This is an optimization exercise on Yosys and OpenROAD, whose aim is small area and few clock cycles, not a production implementation.
In this exercise RTL edits were held to simulation tests only and were not proved equivalent to the original.

== build 65 ==
Design ALU, start of the top module:
module ALU(
    clk,
    rst_n,
    valid,
    ready,
    mode,
    in_A,
    in_B,
    out
);
    input         clk, rst_n;
    input         valid;
    input  [1:0]  mode;  
    output        ready;
    input  [31:0] in_A, in_B;
    output [63:0] out;
    localparam K  = 8;               
    localparam CW = 4;               
    localparam NSTEP = 4;
    localparam W = 40;               
    localparam IDLE  = 3'd0;
    localparam MUL   = 3'd1;
    localparam DSRCH = 3'd2;         
    localparam DSTEP = 3'd3;         
    localparam LAA   = 3'd4;         
    reg  [2:0]  state;
    reg  [4:0]  cnt;
    reg         ready_;
    reg  [31:0] X;
    reg  [31:0] H;
    reg  [31:0] L;
    reg  [31:0] X_nx, H_nx, L_nx;
    assign ready = ready_;
    assign out   = {H_nx, L_nx};
    wire idle   = (state == IDLE);
    wire start  = idle && valid && !ready_;
    wire op_mul = (state == MUL);
    wire op_div = (state == DSRCH) || (state == DSTEP);
    wire srch   = idle ? (mode == 2'd1) : (state == DSRCH);
    wire [31:0] Xi = idle ? in_B : ~X;
    wire [31:0] Hi = idle ? in_A : H;
    wire [K-1:0] m = op_mul ? L[K-1:0] : {{(K-1){1'b0}}, 1'b1};
    wire        cin = op_div;
    wire [31:0] pp0 = op_div ? X : ~(X | {32{~m[0]}});
    wire [31:0] pp1 = ~(X | {32{~m[1]}});
    wire [31:0] pp2 = ~(X | {32{~m[2]}});
  ...
For scale: roughly 110 flip-flops, about 130 I/O pins.
clock: 10.0 ns
lec_check: 0
cap_margin: 20
core_margin: 2
core_utilization: 40
cts_cluster_size: 30
slew_margin: 20
synth_hierarchical: 1
synth_minimum_keep_size: 0
standard.sh (not shown) runs the stock make flow with config.mk's settings and CLKGATE_MAP_FILE= SYNTH_SCRIPT=/design/flow/synth_recipe.tcl, a recipe that flattens the netlist after the stock synthesis.
==> flow/flow/run.sh <==
#!/bin/bash
# The standard layout (standard.sh), with one change: the buffers that
# buffer_ports puts on every input and output port are the smallest buffer
# cell instead of the default choice. ORFS's global_place.tcl passes
# BUFFER_PORTS_ARGS to buffer_ports.
set -euo pipefail
export BUFFER_PORTS_ARGS="-buffer_cell sky130_fd_sc_hd__buf_1"
bash standard.sh > standard_run.log 2>&1
Looking at the reports, build 65 completed the entire flow and the layout it produced met the timing, DRC and antenna checks.
Testbench counts of build 65, summed over its fixed seeds: cycles 5,537.
Input-level comparison between build 63 and build 65:
- CTS_CLUSTER_SIZE removed (was 30)
- CTS_BUF_LIST newly set to sky130_fd_sc_hd__clkbuf_8 sky130_fd_sc_hd__clkbuf_16
[summary]
- As far as sequential share of layout area is concerned, build 63 and build 65 perform about the same.
- Build 63 vs. build 65: normalized max-slew margin went down by 0.77 points.
- Fmax: build 63 vs build 65, no meaningful difference
- Comparing build 63 and build 65, the lower clock buffer count was measured on build 63.
- There was hardly any difference in total routed wirelength between build 63 and build 65.
- On synthesized cell count, build 65 tracks build 63 almost exactly.
Inputs modified between build 63 and build 5:
- CTS_BUF_LIST removed (was sky130_fd_sc_hd__clkbuf_8 sky130_fd_sc_hd__clkbuf_16)
### Flow results
- Build 5 has completed all stages; timing, DRC and antenna checks passed.
- Number of vias per cell after detailed routing ended up 0.39% lower on build 5 than on build 63.
- Summary of build 5 over build 63: fraction of layout cells with a size suffix above 1 did not really move; clock-buffer cell count moved up; required time of the critical path comparable; post-route clock period utilization did not really move; number of iterations in the first detailed-routing pass went down.
- The post-route worst hold slack on build 63 is in line with that on build 5.
The following lists how build 21 was set up differently from build 5:
- an added CTS_CLUSTER_DIAMETER of 150
- an added CTS_CLUSTER_SIZE of 30
--- outcome ---
Diff build 5..build 21 | number of nets with antenna violations after routing | unchanged
Area fraction in compound gates after synthesis: build 5 vs build 21, no meaningful difference
Going from build 5 to build 21, cell total after placement stayed essentially flat; per-instance average area after synthesis comparable; multi-input combinational cell area stayed essentially flat.
Any difference in placer's final routability congestion estimate between build 21 and build 5 is small enough to ignore.
Reported for build 5 and build 21, utilization turned out identical to the last digit.
Post-synth net total: build 5 vs build 21 identical

## separate check: timing with driven ports
No port has a modelled driver above. Below, the same layouts with a new extraction and two added sets of constraints. Step 1, drivers: a clkbuf_16 drives clk and a buf_2 each remaining input, both assumed. Step 2 adds t to the input delays and takes it off the output delays; t is the mean of the earliest and latest rising clock arrival at the registers after step 1. Input paths then give back, and output paths get back, about the clock's delay inside the block. a / b / c = ideal / step 1 / step 2; a / b = the first two.
| run | t (ns) | setup slack, ns | worst slew at a driven data input, ns | pins driven straight from the clock port |
|---|---|---|---|---|
| build 65 | 0.417 | 0.492 / 0.444 / 0.862 | 0.05 | 1 |
| build 63 | 0.419 | 0.494 / 0.446 / 0.866 | 0.05 | 1 |
| build 5 | 0.417 | 0.492 / 0.444 / 0.862 | 0.05 | 1 |
| build 21 | 0.417 | 0.492 / 0.444 / 0.862 | 0.05 | 1 |
After both steps every run listed still meets setup and hold.
